Context: an optimization exercise on an open-source flow, tuned for small area and a short achievable clock period. The choices shown serve that exercise and are no tape-out recipe.
At most, simulation tests tie the RTL to the original design; equivalence was not proved.
Only the layout flow was run in run 1; the RTL was not checked for function there.
Power and IR drop assume default switching activity.

==> flow/design.v, too long to show whole: its modules and the start of the top module <==
// module Power_Spec_Cal: 2173 lines
// module fa: 4 lines
// module hai: 4 lines
// module ha: 4 lines
module Power_Spec_Cal(
           input wire clk,
           input wire rst,
           input wire dv,
           input wire [9:0] xk_index,
           input wire [24:0] fft_data_out_re,
           input wire [24:0] fft_data_out_im,
           output reg [49:0] Power_Spec,
           output reg data_valid,
           output reg dv_FFT
       );
  // ...
==> flow/flow/run.sh <==
#!/bin/bash
set -euo pipefail
MARGIN=$(cat flow/margin.txt)
PORTBUF=$(cat flow/port_buffer.txt)
bash standard.sh "SETUP_SLACK_MARGIN=$MARGIN" "BUFFER_PORTS_ARGS=-buffer_cell $PORTBUF" finish > standard_flow.log 2>&1
==> flow/flow/margin.txt <==
5.3
==> flow/flow/port_buffer.txt <==
sky130_fd_sc_hd__buf_2
==> flow/standard.sh <==
#!/bin/bash
# synth_recipe.tcl (not shown) runs the flow's synth.tcl, then flattens the netlist and writes it again
# the make line also repeats each setting of config.mk as NAME=value (left out here)
make -C /OpenROAD-flow-scripts/flow DESIGN_CONFIG=/design/flow/config.mk WORK_HOME=/design/flow/orfs CLKGATE_MAP_FILE= SYNTH_SCRIPT=/design/flow/synth_recipe.tcl "${@:-finish}"
==> flow/config.mk <==
export PLATFORM = sky130hd
export DESIGN_NAME = Power_Spec_Cal
export DESIGN_NICKNAME = Power_Spec_Cal
export VERILOG_FILES = /design/flow/design.v
export SDC_FILE = /design/flow/constraint.sdc
export NUM_CORES = 4
export LEC_CHECK = 0
export CAP_MARGIN = 20
export CORE_MARGIN = 2
export CORE_UTILIZATION = 40
export PLACE_DENSITY = 0.6
export SLEW_MARGIN = 20
export SYNTH_HIERARCHICAL = 1
export SYNTH_MINIMUM_KEEP_SIZE = 0
==> flow/constraint.sdc <==
create_clock -name core_clock -period 8.0 [get_ports {clk}]
set_input_delay 1.6000 -clock core_clock [delete_from_list [all_inputs] [get_ports {clk}]]
set_output_delay 1.6000 -clock core_clock [all_outputs]
set_load 0.01 [all_outputs]
==> flow_summary.json, run 1 <==
{
  "maxPowerGroup": "combinational logic",
  "layout_common_cells": "nand2_1, fa_1, dfxtp_1",
  "clock_area_share_pct": 6.43,
  "leakage_nw": 12.7,
  "grt_pass1_wl_um": 113000,
  "r2r_slack_ns": 5.16,
  "cts_made_buffers": 58,
  "p_sw_share_pct": 37.9,
  "multi_input_cells": 1516,
  "layout-drive-gt1-share_pct": 13.7,
  "ctsHoldBuffers": 0,
  "status": "complete, no violations",
  "dpl_cell_area_um2": 29300,
  "pg_seq_mw": 4.21,
  "drt_iter0_drc": 1508,
  "die_h_um": 267,
  "final_util_pct": 46.6,
  "initial_utilization_pct": 40.4,
  "rsz0062_at_grt": "true",
  "clock_path_buffers": 3,
  "clk_pin_slew_ns": 0.06,
  "pg_clk_mw": 2.82,
  "clock_buffers": 77,
  "multi_input_area_share_pct": 51.2,
  "die_w_um": 267,
  "biggestCellCategory": "multi-input combinational cells",
  "regArea_um2": 10600,
  "dp_hpwl_um": 50200
}
==> inputs of run 2 (changes only) <==
--- a/flow/design.v
+++ b/flow/design.v
@@ -2164,18 +2164,17 @@
 wire w3835, w3836;
 fa uw3835 (.a(r2[215]), .b(r2[216]), .c(w3676), .s(w3835), .co(w3836));
 wire w3839, w3840;
 fa uw3839 (.a(r2[217]), .b(r2[218]), .c(r2[219]), .s(w3839), .co(w3840));
 wire w3843, w3844;
 fa uw3843 (.a(r2[220]), .b(r2[221]), .c(r2[222]), .s(w3843), .co(w3844));
 wire [49:0] add_a = {r3[94], r3[92], r3[90], r3[88], r3[86], r3[84], r3[82], r3[80], r3[78], r3[76], r3[74], r3[72], r3[70], r3[68], r3[66], r3[64], r3[62], r3[60], r3[58], r3[56], r3[54], r3[52], r3[50], r3[48], r3[46], r3[44], r3[42], r3[40], r3[38], r3[36], r3[34], r3[32], r3[30], r3[28], r3[26], r3[24], r3[22], r3[20], r3[18], r3[16], r3[14], r3[12], r3[10], r3[8], r3[6], r3[5], r3[4], r3[2], 1'b1, r3[0]};
 wire [49:0] add_b = {r3[95], r3[93], r3[91], r3[89], r3[87], r3[85], r3[83], r3[81], r3[79], r3[77], r3[75], r3[73], r3[71], r3[69], r3[67], r3[65], r3[63], r3[61], r3[59], r3[57], r3[55], r3[53], r3[51], r3[49], r3[47], r3[45], r3[43], r3[41], r3[39], r3[37], r3[35], r3[33], r3[31], r3[29], r3[27], r3[25], r3[23], r3[21], r3[19], r3[17], r3[15], r3[13], r3[11], r3[9], r3[7], 1'b1, 1'b1, r3[3], 1'b1, r3[1]};
-wire [50:0] add_t = {add_a, 1'b1} + {add_b, 1'b1};
-wire [49:0] add_y = ~add_t[50:1];
+wire [49:0] add_y = ~(add_a + add_b + 50'd1);
 endmodule
 module fa (input wire a, input wire b, input wire c, output wire s, output wire co);
 assign s = a ^ b ^ c;
 assign co = (a & b) | (a & c) | (b & c);
 endmodule
 module hai (input wire a, input wire b, output wire s, output wire co);
 assign s = ~(a ^ b);
 assign co = a | b;
==> flow/run.sh (new file) <==
#!/bin/bash
# synth_recipe.tcl (not shown) runs the flow's synth.tcl, then flattens the netlist and writes it again
# the make line also repeats each setting of config.mk as NAME=value (left out here)
make -C /OpenROAD-flow-scripts/flow DESIGN_CONFIG=/design/flow/config.mk WORK_HOME=/design/flow/orfs CLKGATE_MAP_FILE= SYNTH_SCRIPT=/design/flow/synth_recipe.tcl finish
removed: flow/flow/run.sh
removed: flow/flow/margin.txt
removed: flow/flow/port_buffer.txt
removed: flow/standard.sh
==> run 2 against run 1 <==
Routed wire length down 0.17%. Synthesized cell count unchanged. Cell count decreased by 0.50%. Critical endpoint is now p4[45]$_DFF_P_. Highest routed layer unchanged.
==> flow_summary.json, run 2 <==
{
  "cts_root_buffer": "clkbuf_16",
  "yosysTopAreaCellShare_pct": 40.3,
  "layout_common_cells": "nand2_1, fa_1, dfxtp_1",
  "clock_path_buffers": 3,
  "cp_cell_sequence": "ha_1, nand4_1, nor3_1, a221oi_1, a211oi_1, o21ai_1, a31oi_1, a2111oi_0, a311oi_1",
  "worst_path_max_delay_cell": "a211oi_1",
  "regArea_um2": 10600,
  "max_freq_mhz": 293,
  "async_reset_ff_share_pct": 0.758,
  "initial_utilization_pct": 40.4,
  "ys.flop_type": "dfxtp_1",
  "io-pin-count": 115,
  "synth_edf_count": 0,
  "design.core.area_um2": 68600,
  "syn_area_per_cell_um2": 12.0,
  "hp-class": "reg -> reg",
  "yosysSeqAreaShare_pct": 38.3,
  "synth_cell_types": 52,
  "tightest_slew_ns": 0.851,
  "layout-drive-gt1-share_pct": 6.19,
  "maxSlewHeadroom_pct": 43.3,
  "die_h_um": 267,
  "antenna_found_initial": 3,
  "final_common_cell": "nand2_1",
  "crit_family": "compound AO/OA/AOI/OAI gates",
  "gp_congestion": 0.897,
  "cts_tree": "done",
  "p_per_area_nw_per_um2": 404,
  "synth_area_leaders": "fa_1, dfxtp_1, nand2_1",
  "syn_area_um2": 27700,
  "cp_max_fo": 8,
  "required_ns": 8.50,
  "grt_pass1_wl_um": 114000,
  "leakage_nw": 12.5,
  "syn_to_final_growth_pct": 14.9,
  "cts.htree.levels": 2,
  "wirelength_um": 74700,
  "via_per_inst": 5.19,
  "portBuffers": 105,
  "clk_pin_slew_ns": 0.06,
  "multi_input_area_um2": 16100,
  "worstPathBufferInverterCount": 0,
  "finalPower_mw": 12.8,
  "setup-tns-final_ns": 0,
  "antenna_cells": 0,
  "ctsResizeCount": 0,
  "setup_viol": 0,
  "fin_skew_ns": 0.0298,
  "synth_area_leader_cell": "fa_1",
  "startpoint_type": "register",
  "synthTopCellsByCount": "nand2_1, fa_1, dfxtp_1",
  "clk_latency_ns": 0.63,
  "die_w_um": 267,
  "cp-end-kind": "register",
  "first_pass_iters": 5,
  "dieArea_um2": 71300,
  "ys_warn_count": 7,
  "grt_pass1_vias": 19700,
  "ys_ff_latch": 528,
  "post-cts-setup-buffer-count": 0,
  "overflow": 0,
  "largest_reg_flops": 228,
  "largestRegisters": "r2 x228, r3 x96",
  "syn-num-nets": 2993,
  "drt_iter0_drc": 1618,
  "ir_drop_mv": 0.210,
  "maxSlewViolCount": 0,
  "cts_made_buffers": 57,
  "yosys.cell_count.top_type": "nand2_1",
  "ctsHoldBuffers": 0,
  "rsz0062_at_grt": "false",
  "maxCapViolations": 0,
  "n_fill_cell": 6133,
  "vias": 17600,
  "critical_path_arrival_ns": 3.91,
  "final_antenna_net_count": 0,
  "dp_hpwl_um": 50200,
  "fp-row-count": 96,
  "drc_errors": 0,
  "cpPeakStageDelay_ns": 0.64,
  "wl_per_cell_um": 22.1,
  "status": "complete, no violations",
  "final_util_pct": 46.4,
  "min_period_ns": 3.41,
  "netlist_instances": 2305,
  "grt_usage_pct": 21.3,
  "layout.nets": 3095,
  "timing.final.hold_violations": 0,
  "finalCritPeriodShare_pct": 42.7,
  "grt_max_degree": 26,
  "cts.sinks": 528,
  "critPathKind": "reg -> reg",
  "regMostFlops": "r2"
}
[run 2: final timing paths]
check | start | endpoint | slack, ns | cells after the start
worst max-delay path | r3[24]$_DFF_P_ | p4[45]$_DFF_P_ | 4.59 | 9
worst min register to register | p5[28]$_DFF_P_ | Power_Spec[28]$_DFF_P_ | 0.32 | 0
worst max register to register | r3[24]$_DFF_P_ | p4[45]$_DFF_P_ | 4.59 | 9
max in group asynchronous | rst | data_valid$_DFF_PP0_ | 6.68 | 2
worst min-delay path | p5[28]$_DFF_P_ | Power_Spec[28]$_DFF_P_ | 0.32 | 0
min in group asynchronous | rst | dv_FFT$_DFF_PP0_ | 1.18 | 2
[run 2: per-module statistics from Yosys (local to each module, per instance)]
module / area [µm²] / flops+latches / times used / cells inside
Power_Spec_Cal: 16000 / 528 / 1 / 1643
hai: 27.5 / 0 / 21 / 5
fa: 20.0 / 0 / 557 / 1
[run 2: stage by stage]
stage	setup slack (ns)	hold WS (ns)	std cells	cell area [µm²]
4_1_cts	4.57	0.324	3385	31800
2_1_floorplan	5.44	0.310	2305	27700
5_1_grt	4.45	0.327	3385	31800
3_5_place_dp	4.59	0.312	3279	29800
6_report	4.59	0.321	3385	31800
3_3_place_gp	4.66	0.310	3279	29800
[run 2: layout make-up]
cell class                      count  share of cell area, %
Clock buffer                       81                   5.18
Clock inverter                     25                  0.987
Inverter                          150                   1.77
Multi-Input combinational cell   1516                   50.6
Sequential cell                   528                   33.3
Tap cell                          931                   3.66
Timing Repair Buffer              154                   4.46
[run 2: worst reg2reg max path: stages, from the launching register on]
cell       delay [ns]
dfxtp_1          0.30
ha_1             0.42
nand4_1          0.25
nor3_1           0.31
a221oi_1         0.22
a211oi_1         0.64
o21ai_1          0.25
a31oi_1          0.43
a2111oi_0        0.14
a311oi_1         0.34
[run 2: routing by layer]
metal  GRT usage [%]  vias up  share of wire (%)
met1            27.6     8962                 39
met2            34.1     1110                 46
met5               0        -              0.032
met3            5.44      263                 10
met4            9.19        4                4.1
li1                -     7246                  -
[run 2: report_power, final]
| group | switching, mW | internal, mW | leakage, nW | total [mW] |
|---|---|---|---|---|
| clock network | 1.09 | 1.63 | 0.972 | 2.72 |
| logic | 3.35 | 2.62 | 7.08 | 5.97 |
| registers | 0.365 | 3.79 | 4.46 | 4.15 |
[run 2: kinds of logic after synthesis]
| family | Yosys count | share of synthesized area (%) |
|---|---|---|
| AOI/OAI and AO/OA | 138 | 3.30 |
| xor gates and xnor gates | 44 | 1.39 |
| adders and majority gates | 625 | 43.4 |
| buffers and inverters | 261 | 3.54 |
| DFF | 528 | 38.3 |
| muxes | 1 | 0.0362 |
| and+or+nand+nor | 708 | 10.1 |
==> inputs of run 3 (changes only) <==
--- a/flow/config.mk
+++ b/flow/config.mk
@@ -10,4 +10,5 @@
 export CORE_UTILIZATION = 40
 export PLACE_DENSITY = 0.6
+export SETUP_SLACK_MARGIN = 5
 export SLEW_MARGIN = 20
 export SYNTH_HIERARCHICAL = 1
==> run 3 against run 2 <==
Cell area rose by 0.54%. Maximum frequency increased by 15%. Power rose by 1.0%. Global-route usage is 0.069 points higher. Clock power about the same. Utilization increased by 0.25 points. Combinational power rose by 2%. Count of clock-buffer cells in the layout unchanged. Largest power group unchanged. Non-clock buffer count rose by 5. Critical path depth rose by 2.
==> flow_summary.json, run 3 <==
{
  "status": "complete, no violations",
  "clk_latency_ns": 0.62,
  "antenna_found_initial": 3,
  "cts_made_buffers": 57,
  "cts_root_buffer": "clkbuf_16",
  "gp_congestion": 0.897,
  "min_period_ns": 2.97,
  "required_ns": 8.49,
  "synth_cell_types": 52,
  "power.internal_mw": 8.09,
  "clock_path_buffers": 3,
  "portBuffers": 105,
  "vias": 17600,
  "fin_skew_ns": 0.0274,
  "critical_path_arrival_ns": 3.46,
  "ctsHoldBuffers": 0,
  "design.core.area_um2": 68600,
  "grt_pass1_vias": 19700,
  "dieArea_um2": 71300,
  "critPathLaunch": "r3[23]$_DFF_P_",
  "syn_to_final_growth_pct": 15.5,
  "pwr-share-comb_pct": 46.9,
  "wl_met1_um": 29200,
  "route.met3.wl_um": 7860,
  "timing.final.hold_violations": 0,
  "yosysSeqAreaShare_pct": 38.3,
  "n_fill_cell": 6124,
  "final_util_pct": 46.6,
  "ys.flop_type": "dfxtp_1",
  "final_antenna_net_count": 0,
  "hold_ws_ns": 0.321,
  "cp_max_fo": 7,
  "top_layer": "met5",
  "startpoint_type": "register",
  "finalPower_mw": 13.0,
  "synthTopCellsByCount": "nand2_1, fa_1, dfxtp_1",
  "final_cell_count_no_fill": 3390,
  "hp-class": "reg -> reg",
  "wl_per_cell_um": 22.1,
  "clkPwrFrac_pct": 21.0,
  "cts.sinks": 528,
  "die_h_um": 267,
  "largestRegisters": "r2 x228, r3 x96",
  "synth_area_leaders": "fa_1, dfxtp_1, nand2_1",
  "drt_iter0_drc": 1613,
  "leakage_nw": 12.6,
  "ir_drop_mv": 0.211,
  "ys_ff_latch": 528,
  "met2_length_um": 34900,
  "p_sw_share_pct": 37.6,
  "setup_viol": 0,
  "critPathKind": "reg -> reg",
  "largest_reg_flops": 228,
  "p_per_area_nw_per_um2": 406,
  "drc_errors": 0,
  "switching_power_mw": 4.88,
  "grt_usage_pct": 21.4,
  "tightest_slew_ns": 0.872,
  "maxSlewHeadroom_pct": 41.9,
  "cts_tree": "done",
  "r2r_start": "r3[23]$_DFF_P_",
  "clk_pin_slew_ns": 0.06,
  "maxCapViolations": 0,
  "layout-drive-gt1-share_pct": 7.16,
  "syn_area_per_cell_um2": 12.0,
  "die_w_um": 267,
  "regArea_um2": 10600,
  "antenna_cells": 0,
  "cts.htree.levels": 2,
  "grt_max_degree": 26,
  "wirelength_um": 75000,
  "yosysTopAreaCellShare_pct": 40.3,
  "layout.nets": 3100,
  "first_pass_iters": 6,
  "dpl.cell_count": 3279,
  "via_per_inst": 5.19,
  "yosys.cell_count.top_type": "nand2_1",
  "overflow": 0,
  "maxSlewViolCount": 0,
  "grt_pass1_wl_um": 114000,
  "cp-end-kind": "register",
  "async_reset_ff_share_pct": 0.758,
  "layout_common_cells": "nand2_1, fa_1, dfxtp_1",
  "ys_warn_count": 7,
  "finalCritPeriodShare_pct": 37.1,
  "io-pin-count": 115,
  "syn-num-nets": 2993,
  "dp_hpwl_um": 50200,
  "initial_utilization_pct": 40.4,
  "rsz0062_at_grt": "true",
  "multi_input_area_um2": 16300,
  "regMostFlops": "r2",
  "fp-row-count": 96,
  "synth_edf_count": 0,
  "syn_area_um2": 27700,
  "max_freq_mhz": 337,
  "synth_area_leader_cell": "fa_1",
  "setup-tns-final_ns": 0,
  "hp-start": "p5[28]$_DFF_P_",
  "seqPwrFrac_pct": 32.1,
  "final_common_cell": "nand2_1",
  "netlist_instances": 2305
}
-- run 3: routing by layer --
metal / vias up / GRT usage [%]
li1: 7262 / -
met1: 8961 / 27.6
met2: 1121 / 34.2
met3: 254 / 5.46
met4: 4 / 9.34
met5: - / 0
-- run 3: final cells by class --
class,instances,share of cell area [%]
repair buffers,159,4.39
clock inverters,25,0.982
inverters,150,1.76
clock buffers,81,5.15
multi-input cells,1516,51.0
well taps,931,3.64
flip-flops and latches,528,33.1
-- run 3: modules after synthesis, one instance, submodules excluded --
module,flip-flops and latches,copies in the design,cells
Power_Spec_Cal,528,1,1643
fa,0,557,1
hai,0,21,5
-- run 3: metrics by stage --
step | instance area [µm²] | setup WS [ns]
final | 32000 | 5.03
after global routing | 32000 | 4.95
after CTS | 31900 | 4.89
after detailed placement | 29800 | 4.59
after global placement | 29800 | 4.66
after floorplan | 27700 | 5.44
-- run 3: worst max-delay path, cell delays in order, from the launching register on --
cell	delay, ns
dfxtp_1	0.33
ha_4	0.31
nand4_1	0.25
nor3_2	0.32
a221oi_2	0.09
buf_4	0.19
a211oi_4	0.22
buf_4	0.18
o21ai_1	0.14
a31oi_2	0.30
a2111oi_0	0.11
a311oi_1	0.40
-- run 3: logic make-up (layout without fill, tap and decap cells) --
family / count (synthesis) / after routing / synth area share [%]
AND/OR/NAND/NOR: 708 / 708 / 10.1
adder cells (fa/ha/maj): 625 / 625 / 43.4
flip-flops: 528 / 528 / 38.3
buffers and inverters: 261 / 415 / 3.54
AO/OA/AOI/OAI: 138 / 138 / 3.30
XOR/XNOR: 44 / 44 / 1.39
multiplexers: 1 / 1 / 0.0362
-- run 3: worst paths after layout --
check | end | slack [ns] | cells after the start
max | p4[45]$_DFF_P_ | 5.03 | 11
min | Power_Spec[28]$_DFF_P_ | 0.32 | 0
min reg2reg | Power_Spec[28]$_DFF_P_ | 0.32 | 0
min in group asynchronous | dv_FFT$_DFF_PP0_ | 1.18 | 2
max in group asynchronous | data_valid$_DFF_PP0_ | 6.68 | 2
max reg2reg | p4[45]$_DFF_P_ | 5.03 | 11
-- run 3: power groups by stage --
stage	sequential [mW]	combinational [mW]	clock, mW
after floorplan	4.19	3.64	0
after global placement	4.21	5.83	0
after detailed placement	4.23	5.95	0
after CTS	4.18	5.98	2.79
after global routing	4.28	6.80	2.88
final	4.17	6.08	2.72
-- run 3: repair_timing --
action                     in CTS  in global routing
gates resized for setup        68                 15
setup endpoints to repair      60                  8
buffers inserted                2                  3
pin swaps                       3                 11

==> what the ideal ports hide <==
How much do the figures lean on ideal ports? The routed layouts below were timed once more, with nothing changed but the port constraints. Step 1: set_driving_cell puts a clkbuf_16 on clk and a buf_2 on each other input, an assumption about the parent block. Step 2 times the ports against the registers' clock, not the clock port: input delays grow and output delays shrink by t, the midpoint of the rising clock arrivals with the driver on. a / b / c = ideal / step 1 / step 2; a / b = the first two.
run	t, ns	setup slack, ns	latest minus earliest clock arrival (ns)
run 1	0.684	5.159 / 5.159 / 5.159	0.032 / 0.032
run 2	0.669	4.587 / 4.587 / 4.587	0.031 / 0.031
run 3	0.669	5.033 / 5.033 / 5.033	0.029 / 0.029
After both steps every run listed still meets setup and hold.
